Context: an optimization exercise on an open-source flow, tuned for a short achievable clock period, few clock cycles and low power. The choices shown serve that exercise and are no tape-out recipe. Where RTL was checked, it was by simulation tests only, not by an equivalence proof against the original. Power is estimated from default activity; no workload was simulated.

==> run D: inputs <==
// mips
module mips(input  logic       clk, reset,
            input  logic [7:0] memdata,
            output logic [7:0] adr,
            output logic       memread, memwrite,
            output logic [7:0] writedata);
clock: 10.0 ns
lec_check: 0
cap_margin: 20
core_margin: 2
core_utilization: 70
cts_buf_list: sky130_fd_sc_hd__clkbuf_8
cts_cluster_diameter: 500
cts_cluster_size: 100
slew_margin: 20
run.sh (not shown) runs the stock make flow with config.mk's settings and CLKGATE_MAP_FILE= SYNTH_SCRIPT=/design/flow/synth_recipe.tcl, a recipe that flattens the netlist after the stock synthesis.
==> run B (differences from run D) <==
- CORE_UTILIZATION: 70 -> 40
- CTS_BUF_LIST: sky130_fd_sc_hd__clkbuf_8 -> unset
==> notes <==
- Run B finished clean. Run D finished clean.
- Between run B and run D, the lower clock skew is in run B (gap 0.0050 ns).
- In run B the global-route usage is lower than in run D, by 16 points.
- In sequential power, run D and run B hardly differ.
- Between run D and run B, the lower via count is in run B (gap about 3%, measured against run B).
Testbench counts of run D, summed over its fixed seeds: cycles 137,961.
Testbench counts of run B, summed over its fixed seeds: cycles 137,961.

========
==> job 1538: inputs <==
==> flow/design.v <==
module mips(input  logic       clk, reset,
            input  logic [7:0] memdata,
            output logic [7:0] adr,
            output logic       memread, memwrite,
            output logic [7:0] writedata);
  localparam logic [2:0] S_F3 = 3'd0,   
                         S_F0 = 3'd1,   
                         S_F2 = 3'd2,   
                         S_F1 = 3'd3,   
                         S_X  = 3'd4,   
                         S_L  = 3'd5,   
                         S_W  = 3'd6;   
  logic [2:0] state;
  logic [5:0] pc;           
  logic [2:0] kind;         
  logic [7:0] t;            
  logic [2:0] rs, rt;
  logic [7:0] rf [7:1];
  logic is_j, is_r, is_beq, is_sb;
  assign is_j   = kind[1] & kind[0];
  assign is_r   = ~kind[2] & ~kind[0];
  assign is_beq = ~kind[1] & kind[0];
  assign is_sb  = kind[2] & kind[1];
  logic [2:0] nkind;        
  assign nkind = {memdata[7], memdata[5] | memdata[3], memdata[4] | memdata[3]};
  logic [7:0] ra, rb;
  assign ra = (rs == 3'd0) ? 8'd0 : rf[rs];
  assign rb = (rt == 3'd0) ? 8'd0 : rf[rt];
  function automatic logic [7:0] add8(input logic [7:0] a, b, input logic cin);
    logic [7:0] p, g, gg, pp, gn, pn;
    p = a ^ b;
    g = a & b;
    gg = {g[7:1], g[0] | (p[0] & cin)};
    pp = p;
    for (int d = 1; d < 8; d = d * 2) begin
      gn = gg; pn = pp;
      for (int i = d; i < 8; i++) begin
        gn[i] = gg[i] | (pp[i] & gg[i-d]);
        pn[i] = pp[i] & pp[i-d];
      end
      gg = gn; pp = pn;
    end
    add8 = p ^ {gg[6:0], cin};
  endfunction
  logic       sub;
  logic [7:0] bsrc, sum, aluout;
  assign sub  = (state == S_F1) & t[1];
  assign bsrc = (state == S_F1) ? (rb ^ {8{sub}}) : t;
  assign sum  = add8(ra, bsrc, sub);
  always_comb
    if (t[2]) aluout = t[0] ? (ra | rb) : (ra & rb);
    else if (t[3]) aluout = {7'd0, sum[7]};
    else aluout = sum;
  logic       eq;
  assign eq = (ra == rb);
  logic [5:0] pc1, target;
  assign pc1    = pc + 6'd1;
  assign target = pc + t[5:0];
  assign memread   = 1'b1;
  assign writedata = t;
  logic       we;
  logic [2:0] wa;
  logic [7:0] wd;
  always_comb begin
    we = 1'b0; wa = rt; wd = memdata;
    if (state == S_F1) begin we = 1'b1; wa = memdata[5:3]; wd = aluout; end
    if (state == S_L)  begin we = 1'b1; wa = rt;           wd = memdata; end
  end
  logic [7:1] wsel;
  always_comb
    for (int i = 1; i < 8; i++) wsel[i] = we & (wa == i[2:0]);
  always_ff @(posedge clk)
    for (int i = 1; i < 8; i++)
      rf[i] <= (wd & {8{wsel[i]}}) | (rf[i] & {8{~wsel[i]}});
  always_ff @(posedge clk) begin
    if (reset) begin
      state    <= S_F3;
      pc       <= 6'd0;
      adr      <= 8'h03;
      memwrite <= 1'b0;
    end else begin
      memwrite <= 1'b0;
      case (state)
        S_F3: begin
          kind  <= nkind;
          adr   <= {pc, 2'b00};
          state <= S_F0;
        end
        S_F0: begin
          t <= memdata;
          if (is_j) begin
            pc    <= memdata[5:0];
            adr   <= {memdata[5:0], 2'b11};
            state <= S_F3;
          end else begin
            adr   <= {pc, 2'b10};
            state <= S_F2;
          end
        end
        S_F2: begin
          rs <= memdata[7:5];
          rt <= memdata[2:0];
          if (is_r) begin
            adr   <= {pc, 2'b01};
            state <= S_F1;
          end else begin
            pc    <= pc1;
            adr   <= {pc1, 2'b11};
            state <= S_X;
          end
        end
        S_F1: begin
          pc    <= pc1;
          adr   <= {pc1, 2'b11};
          state <= S_F3;
        end
        S_X: begin
          kind <= nkind;
          if (is_beq) begin
            if (eq) begin
              pc    <= target;
              adr   <= {target, 2'b11};
              state <= S_F3;
            end else begin
              adr   <= {pc, 2'b00};
              state <= S_F0;
            end
          end else begin
            adr <= sum;
            if (is_sb) begin
              t        <= rb;
              memwrite <= 1'b1;
              state    <= S_W;
            end else
              state <= S_L;
          end
        end
        default: begin   
          adr   <= {pc, 2'b00};
          state <= S_F0;
        end
      endcase
    end
  end
endmodule
==> flow/flow/run.sh <==
#!/bin/bash
set -euo pipefail
export CTS_ARGS="-sink_clustering_enable -repair_clock_nets -dont_use_dummy_load -buf_list sky130_fd_sc_hd__clkbuf_8"
bash standard.sh SETUP_SLACK_MARGIN=7.2 finish > standard_make.log 2>&1
==> flow/standard.sh <==
#!/bin/bash
# synth_recipe.tcl (not shown) runs the flow's synth.tcl, then flattens the netlist and writes it again
# the make line also repeats each setting of config.mk as NAME=value (left out here)
make -C /OpenROAD-flow-scripts/flow DESIGN_CONFIG=/design/flow/config.mk WORK_HOME=/design/flow/orfs CLKGATE_MAP_FILE= SYNTH_SCRIPT=/design/flow/synth_recipe.tcl "${@:-finish}"
==> flow/config.mk <==
export PLATFORM = sky130hd
export DESIGN_NAME = mips
export DESIGN_NICKNAME = mips
export VERILOG_FILES = /design/flow/design.v
export SDC_FILE = /design/flow/constraint.sdc
export NUM_CORES = 4
export LEC_CHECK = 0
export CAP_MARGIN = 20
export CORE_MARGIN = 2
export CORE_UTILIZATION = 60
export SLEW_MARGIN = 20
==> flow/constraint.sdc <==
create_clock -name core_clock -period 10.0 [get_ports {clk}]
set_input_delay 2.0000 -clock core_clock [delete_from_list [all_inputs] [get_ports {clk}]]
set_output_delay 2.0000 -clock core_clock [all_outputs]
set_load 0.01 [all_outputs]
==> inputs of job 424, as changes to job 1538 <==
--- a/flow/design.v
+++ b/flow/design.v
@@ -68,8 +68,5 @@
   end
-  logic [7:1] wsel;
-  always_comb
-    for (int i = 1; i < 8; i++) wsel[i] = we & (wa == i[2:0]);
   always_ff @(posedge clk)
     for (int i = 1; i < 8; i++)
-      rf[i] <= (wd & {8{wsel[i]}}) | (rf[i] & {8{~wsel[i]}});
+      if (we && wa == i[2:0]) rf[i] <= wd;
   always_ff @(posedge clk) begin
==> inputs of job 7140, as changes to job 1538 <==
--- a/flow/design.v
+++ b/flow/design.v
@@ -28,18 +28,2 @@
   assign rb = (rt == 3'd0) ? 8'd0 : rf[rt];
-  function automatic logic [7:0] add8(input logic [7:0] a, b, input logic cin);
-    logic [7:0] p, g, gg, pp, gn, pn;
-    p = a ^ b;
-    g = a & b;
-    gg = {g[7:1], g[0] | (p[0] & cin)};
-    pp = p;
-    for (int d = 1; d < 8; d = d * 2) begin
-      gn = gg; pn = pp;
-      for (int i = d; i < 8; i++) begin
-        gn[i] = gg[i] | (pp[i] & gg[i-d]);
-        pn[i] = pp[i] & pp[i-d];
-      end
-      gg = gn; pp = pn;
-    end
-    add8 = p ^ {gg[6:0], cin};
-  endfunction
   logic       sub;
@@ -48,3 +32,3 @@
   assign bsrc = (state == S_F1) ? (rb ^ {8{sub}}) : t;
-  assign sum  = add8(ra, bsrc, sub);
+  assign sum  = ra + bsrc + {7'd0, sub};
   always_comb
@@ -68,8 +52,5 @@
   end
-  logic [7:1] wsel;
-  always_comb
-    for (int i = 1; i < 8; i++) wsel[i] = we & (wa == i[2:0]);
   always_ff @(posedge clk)
     for (int i = 1; i < 8; i++)
-      rf[i] <= (wd & {8{wsel[i]}}) | (rf[i] & {8{~wsel[i]}});
+      if (we && wa == i[2:0]) rf[i] <= wd;
   always_ff @(posedge clk) begin
==> flow/run.sh (new file) <==
#!/bin/bash
# synth_recipe.tcl (not shown) runs the flow's synth.tcl, then flattens the netlist and writes it again
# the make line also repeats each setting of config.mk as NAME=value (left out here)
make -C /OpenROAD-flow-scripts/flow DESIGN_CONFIG=/design/flow/config.mk WORK_HOME=/design/flow/orfs CLKGATE_MAP_FILE= SYNTH_SCRIPT=/design/flow/synth_recipe.tcl finish
--- a/flow/config.mk
+++ b/flow/config.mk
@@ -9,3 +9,3 @@
 export CORE_MARGIN = 2
-export CORE_UTILIZATION = 60
+export CORE_UTILIZATION = 40
 export SLEW_MARGIN = 20
removed: flow/flow/run.sh
removed: flow/standard.sh
==> inputs of job 564, as changes to job 1538 <==
--- a/flow/design.v
+++ b/flow/design.v
@@ -28,18 +28,2 @@
   assign rb = (rt == 3'd0) ? 8'd0 : rf[rt];
-  function automatic logic [7:0] add8(input logic [7:0] a, b, input logic cin);
-    logic [7:0] p, g, gg, pp, gn, pn;
-    p = a ^ b;
-    g = a & b;
-    gg = {g[7:1], g[0] | (p[0] & cin)};
-    pp = p;
-    for (int d = 1; d < 8; d = d * 2) begin
-      gn = gg; pn = pp;
-      for (int i = d; i < 8; i++) begin
-        gn[i] = gg[i] | (pp[i] & gg[i-d]);
-        pn[i] = pp[i] & pp[i-d];
-      end
-      gg = gn; pp = pn;
-    end
-    add8 = p ^ {gg[6:0], cin};
-  endfunction
   logic       sub;
@@ -48,3 +32,3 @@
   assign bsrc = (state == S_F1) ? (rb ^ {8{sub}}) : t;
-  assign sum  = add8(ra, bsrc, sub);
+  assign sum  = ra + bsrc + {7'd0, sub};
   always_comb
@@ -68,8 +52,5 @@
   end
-  logic [7:1] wsel;
-  always_comb
-    for (int i = 1; i < 8; i++) wsel[i] = we & (wa == i[2:0]);
   always_ff @(posedge clk)
     for (int i = 1; i < 8; i++)
-      rf[i] <= (wd & {8{wsel[i]}}) | (rf[i] & {8{~wsel[i]}});
+      if (we && wa == i[2:0]) rf[i] <= wd;
   always_ff @(posedge clk) begin
==> flow/flow/run.sh (replaced) <==
#!/bin/bash
set -euo pipefail
export CTS_ARGS="-sink_clustering_enable -repair_clock_nets -dont_use_dummy_load -buf_list sky130_fd_sc_hd__clkbuf_8"
bash standard.sh SETUP_SLACK_MARGIN=7.5 finish > standard_make.log 2>&1
==> comparison table <==
| metric | job 7140 | job 424 | job 564 | job 1538 |
|---|---|---|---|---|
| Run status | timing/DRC/antenna clean | timing/DRC/antenna clean | timing/DRC/antenna clean | timing/DRC/antenna clean |
| Design area | 6525 µm² | 7287 µm² | 7631 µm² | 7178 µm² |
| Insertion delay to the later sink of the worst-skew pair | 0.36 ns | 0.36 ns | 0.38 ns | 0.38 ns |
| Std-Cell Rows | 44 | 35 | 36 | 35 |
| Worst relative slew slack | 0.3429 | 0.4212 | 0.3773 | 0.3332 |
| First element of the critical path | rt[2] | rt[0] | rt[2] | rt[1] |
| Part of the power in registers | 0.484 | 0.574 | 0.543 | 0.553 |
| Clock share of power | 0.381 | 0.275 | 0.252 | 0.249 |
| Wire length of the first global-routing pass | 25230 µm | 26050 µm | 26210 µm | 26270 µm |
| Worst reg2reg path depth | 12 | 13 | 16 | 14 |
| Basic-gate share of the synthesized area counting and, or, nand and nor cells | 0.1368 | 0.1291 | 0.1368 | 0.1306 |
| Max Clock Freq | 0.2140 GHz | 0.2699 GHz | 0.2732 GHz | 0.2634 GHz |
| Taps Inserted | 184 | 111 | 133 | 129 |
| Starting density of the core | 0.4051 | 0.6155 | 0.6090 | 0.6243 |
| Most prevalent standard cell on the critical path | o21ai_1 | xnor2_2 | - | - |
Testbench counts of job 7140, summed over its fixed seeds: cycles 137,961.
Testbench counts of job 564, summed over its fixed seeds: cycles 137,961.
Function not checked in job 1538 and job 424: the RTL went through the layout flow alone.

afterwards: timing with drivers on the ports:
Ports are ideal in the flow. The routed layouts listed here were re-timed in OpenROAD. Step 1 (the two cells are an assumption about what drives the block):
set clk [get_ports {clk}]
set_driving_cell -lib_cell sky130_fd_sc_hd__clkbuf_16 $clk
set_driving_cell -lib_cell sky130_fd_sc_hd__buf_2 [delete_from_list [all_inputs] $clk]
Step 2, shift: input delay + t, output delay - t, t = (earliest + latest rising clock arrival at the registers) / 2. This alone moves slack from input paths to output paths. Three values: no drivers, after step 1, after step 2; two values: the first two.
run	t, ns	setup slack, ns	worst hold slack (ns)	pins driven straight from the clock port
run D	0.411	5.436 / 5.436 / 5.436	0.630 / 0.630 / 0.630	1
run B	0.394	5.326 / 5.326 / 5.326	0.606 / 0.606 / 0.606	1
job 1538	0.400	6.204 / 6.204 / 6.204	0.580 / 0.580 / 0.580	1
job 424	0.383	6.295 / 6.295 / 6.295	0.530 / 0.530 / 0.530	1
job 7140	0.394	5.326 / 5.326 / 5.326	0.606 / 0.606 / 0.606	1
job 564	0.398	6.339 / 6.339 / 6.339	0.613 / 0.613 / 0.613	1
After both steps every run listed still meets setup and hold.
